Source: an optimization exercise on an open RTL-to-GDS flow (aim: small area). Production flows keep margins and buffers that such runs may drop. Only simulation tests tie the RTL to the original design; equivalence was not proved. No activity file was given, so power comes from the tool's default toggle rates.

Setup of rev 12:
==> flow/design.v (excerpt) <==
module top(
    input clk,
    input morse_in,
    input btn_space,
    input btn_newline,
    input rst_n,
    output tx_pin
);
==> flow/config.mk <==
export PLATFORM = sky130hd
export DESIGN_NAME = top
export DESIGN_NICKNAME = top
export VERILOG_FILES = /design/flow/design.v
export SDC_FILE = /design/flow/constraint.sdc
export NUM_CORES = 4
export LEC_CHECK = 0
export CAP_MARGIN = 20
export CORE_MARGIN = 2
export CORE_UTILIZATION = 70
export SLEW_MARGIN = 20
==> flow/constraint.sdc <==
create_clock -name core_clock -period 10.0 [get_ports {clk}]
set_input_delay 2.0000 -clock core_clock [delete_from_list [all_inputs] [get_ports {clk}]]
set_output_delay 2.0000 -clock core_clock [all_outputs]
set_load 0.01 [all_outputs]
run.sh (not shown) runs the stock make flow with config.mk's settings and CLKGATE_MAP_FILE= SYNTH_SCRIPT=/design/flow/synth_recipe.tcl, a recipe that flattens the netlist after the stock synthesis.
Input changes introduced in rev 13 (baseline for comparison: rev 12):
Settings: swapping 70 for 40 in CORE_UTILIZATION.
Results
- From rev 12 to rev 13 the numbers moved as follows: slack of the worst reg-to-reg path moved up, power decreased about 5%, hold slack down 0.010 ns, area added between synthesis and finish rose 1.1 points.


Another version of the RTL of top (not shown whole).
Size in the first run: about 360 cells after synthesis, about 6 I/O pins.
export LEC_CHECK = 0
export CAP_MARGIN = 20
export CORE_MARGIN = 2
export CORE_UTILIZATION = 40
export SLEW_MARGIN = 20
create_clock -name core_clock -period 10.0 [get_ports {clk}]
standard.sh (not shown) runs the stock make flow with config.mk's settings and CLKGATE_MAP_FILE= SYNTH_SCRIPT=/design/flow/synth_recipe.tcl, a recipe that flattens the netlist after the stock synthesis.
==> flow/flow/run.sh <==
#!/bin/bash
# Own layout flow: the standard flow (standard.sh), with two changes to
# synthesis only:
#  1. ADDER_MAP_FILE is empty, so Yosys does not turn XOR/AND pairs into
#     half-adder cells (extract_fa); ABC maps that logic instead.
#  2. After the standard synthesis, the combinational cells are re-mapped by
#     ABC with an area-oriented script (post_synth.sh). Every flip-flop cell
#     of the standard synthesis is kept as it is: same instance names, cell
#     types and Q net names. The re-mapped netlist is proven equivalent to the
#     standard one with Yosys (equiv_make/equiv_induct); if the proof fails the
#     standard netlist is used unchanged.
# Port buffers are sky130_fd_sc_hd__buf_1 (BUFFER_PORTS_ARGS) instead of the
# default choice, and clock tree synthesis inserts no dummy loads
# (CTS_ARGS adds -dont_use_dummy_load to the standard arguments).
# Otherwise floorplan, placement, CTS, routing and finishing are standard.sh.
set -euo pipefail
WORK=$(pwd)
R=$WORK/orfs/results/$FLOW_PLATFORM/top/base
bash standard.sh ADDER_MAP_FILE= synth > log_1_synth.log 2>&1
cp $R/1_2_yosys.v $WORK/std_1_2_yosys.v
if bash flow/post_synth.sh $WORK/std_1_2_yosys.v $WORK/post_1_2_yosys.v > log_2_post_synth.log 2>&1; then
  cp $WORK/post_1_2_yosys.v $R/1_2_yosys.v
  rm -f $R/1_synth.odb $R/1_synth.sdc
  echo "post-synthesis netlist used" >> log_2_post_synth.log
else
  echo "post-synthesis failed or not proven; standard netlist kept" >> log_2_post_synth.log
fi
bash standard.sh ADDER_MAP_FILE= "BUFFER_PORTS_ARGS=-buffer_cell sky130_fd_sc_hd__buf_1" \
  "CTS_ARGS=-sink_clustering_enable -repair_clock_nets -dont_use_dummy_load -sink_clustering_size 20 -sink_clustering_max_diameter 120" finish > log_3_finish.log 2>&1
==> flow/flow/area.abc <==
&get -n
&st
&deepsyn -T 120
&dch -f
&nf -R 1000
&put
Other scripts of this flow, unchanged in this note and not shown: flow/flow/post_synth.sh
Next try:
--- a/flow/flow/run.sh
+++ b/flow/flow/run.sh
@@ -28,2 +28,2 @@
 bash standard.sh ADDER_MAP_FILE= "BUFFER_PORTS_ARGS=-buffer_cell sky130_fd_sc_hd__buf_1" \
-  "CTS_ARGS=-sink_clustering_enable -repair_clock_nets -dont_use_dummy_load -sink_clustering_size 20 -sink_clustering_max_diameter 120" finish > log_3_finish.log 2>&1
+  "CTS_ARGS=-sink_clustering_enable -repair_clock_nets -dont_use_dummy_load" finish > log_3_finish.log 2>&1
==> flow/flow/area.abc (replaced) <==
&get -n
&st
&deepsyn -T 60
&dch -f
&nf -R 1000
&st
&deepsyn -T 60
&dch -f
&nf -R 1000
&st
&deepsyn -T 60
&dch -f
&nf -R 1000
&put
The new run ran to the end with no violations. Clock skew barely changes. Worst setup slack gets worse by 0.96 ns. Area after synthesis increases by 0.45%. Wire length decreases by 0.66%. Synthesized cell count stays flat. Final area barely changes. Via count decreases by 2.8%. Fmax decreases by 16%.
Next try:
--- a/flow/flow/run.sh
+++ b/flow/flow/run.sh
@@ -28,2 +28,2 @@
 bash standard.sh ADDER_MAP_FILE= "BUFFER_PORTS_ARGS=-buffer_cell sky130_fd_sc_hd__buf_1" \
-  "CTS_ARGS=-sink_clustering_enable -repair_clock_nets -dont_use_dummy_load" finish > log_3_finish.log 2>&1
+  "CTS_ARGS=-repair_clock_nets -dont_use_dummy_load -buf_list sky130_fd_sc_hd__clkbuf_8 -root_buf sky130_fd_sc_hd__clkbuf_8" finish > log_3_finish.log 2>&1
==> flow/flow/area.abc (replaced) <==
&get -n
&st
&deepsyn -T 120
&dch -f
&nf -R 1000
&put
What happened: Power goes up by 2.9%. Via count goes up by 2.9%. Final cell count goes up by 0.41%. Routed wire length goes up by 0.66%. Register-to-register slack improves by 0.36 ns. Sequential power is about the same. Clock skew is about the same. Clock-buffer cell count does not change. Final area hardly moves.


== run 2 ==
top, a different RTL version from the one above (not shown whole).
Size: about 80 flip-flops, roughly 6 I/O pins, roughly 4100 µm² of cells after synthesis.
## top
module top(
    input clk,
    input morse_in,
    input btn_space,
    input btn_newline,
    input rst_n,
    output tx_pin
);
    reg [7:0] ms_counter;
    wire ms_tick = (ms_counter == 8'd72);
    always @(posedge clk or negedge rst_n) begin
        if (!rst_n) ms_counter <= 8'd0;
        else if (ms_tick) ms_counter <= 8'd0;
        else ms_counter <= {ms_counter[6:0], ~(ms_counter[7] ^ ms_counter[6] ^ ms_counter[5])};
    end
    reg morse_sync_r1, morse_sync_r2, key_prev;
    always @(posedge clk or negedge rst_n) begin
        if (!rst_n) begin
            morse_sync_r1 <= 1'b0;
            morse_sync_r2 <= 1'b0;
            key_prev <= 1'b0;
        end else begin
            morse_sync_r1 <= morse_in;
            morse_sync_r2 <= morse_sync_r1;
            key_prev <= morse_sync_r2;
        end
    end
    wire key_pressed  =  morse_sync_r2 & ~key_prev;
    wire key_released = ~morse_sync_r2 &  key_prev;
    reg [12:0] db3_cnt, db4_cnt;
    reg db3_run, db4_run;
    reg db3_state, db4_state;
  ...
==> flow/config.mk <==
export PLATFORM = sky130hd
export DESIGN_NAME = top
export DESIGN_NICKNAME = top
export VERILOG_FILES = /design/flow/design.v
export SDC_FILE = /design/flow/constraint.sdc
export NUM_CORES = 4
export LEC_CHECK = 0
export CAP_MARGIN = 20
export CORE_MARGIN = 2
export CORE_UTILIZATION = 40
export SLEW_MARGIN = 20
==> flow/constraint.sdc <==
create_clock -name core_clock -period 10.0 [get_ports {clk}]
set_input_delay 2.0000 -clock core_clock [delete_from_list [all_inputs] [get_ports {clk}]]
set_output_delay 2.0000 -clock core_clock [all_outputs]
set_load 0.01 [all_outputs]
==> flow/flow/run.sh <==
#!/bin/bash
set -euo pipefail
bash standard.sh ADDER_MAP_FILE= finish > flow_make.log 2>&1
Run 2: flow completed, timing, DRC and antenna clean
--- input diff run 2..run 5 ---
==> flow/run.sh (new file) <==
#!/bin/bash
# synth_recipe.tcl (not shown) runs the flow's synth.tcl, then flattens the netlist and writes it again
# the make line also repeats each setting of config.mk as NAME=value (left out here)
make -C /OpenROAD-flow-scripts/flow DESIGN_CONFIG=/design/flow/config.mk WORK_HOME=/design/flow/orfs CLKGATE_MAP_FILE= SYNTH_SCRIPT=/design/flow/synth_recipe.tcl finish
removed: flow/flow/run.sh
removed: flow/standard.sh
==> summary.txt <==
No stage failed in run 5, and the final checks on the layout all came back clean. Run 2 leaves less setup margin than run 5. Fmax went up by a few percent going from run 2 to run 5. Run 5 against run 2: global-route wire length before repair fell about 5%; post-place instance area rose about 2%; number of instances in the synthesized netlist fell 17; switching part of the total power rose 0.54 points; mux cell area share after synthesis rose 2.2 points. Comparing run 5 against run 2, there is no change at all in non-clock buffer total of the final layout.

[afterwards: timing with drivers on the ports]
The results above use ideal ports. As a check the final layouts listed here were re-extracted and re-timed, cells and wires unchanged.
Step 1 assumes that a clkbuf_16 drives the clock port and a buf_2 every other input.
Step 2 times the ports against the registers' clock, not the clock port: input delays grow and output delays shrink by t, the midpoint of the rising clock arrivals with the driver on.
Slacks: no drivers / after step 1 / after step 2; pairs: no drivers / after step 1.
| run | shift t [ns] | setup slack, ns | worst register clock-pin slew, ns | cell pins on the clock port's net |
|---|---|---|---|---|
| rev 12 | 0.392 | 5.650 / 5.620 / 6.011 | 0.09 / 0.09 | 1 |
| rev 13 | 0.379 | 5.673 / 5.641 / 6.020 | 0.08 / 0.08 | 1 |
| the first run of note 2 | 0.368 | 4.922 / 4.894 / 5.262 | 0.08 / 0.08 | 1 |
| the second run of note 2 | 0.366 | 3.960 / 3.931 / 4.297 | 0.08 / 0.08 | 1 |
| the third run of note 2 | 0.368 | 4.922 / 4.894 / 5.262 | 0.08 / 0.08 | 1 |
| run 2 | 0.366 | 4.594 / 4.560 / 4.926 | 0.09 / 0.09 | 1 |
| run 5 | 0.370 | 4.749 / 4.719 / 5.090 | 0.09 / 0.09 | 1 |
After both steps setup and hold are still met in every run listed.
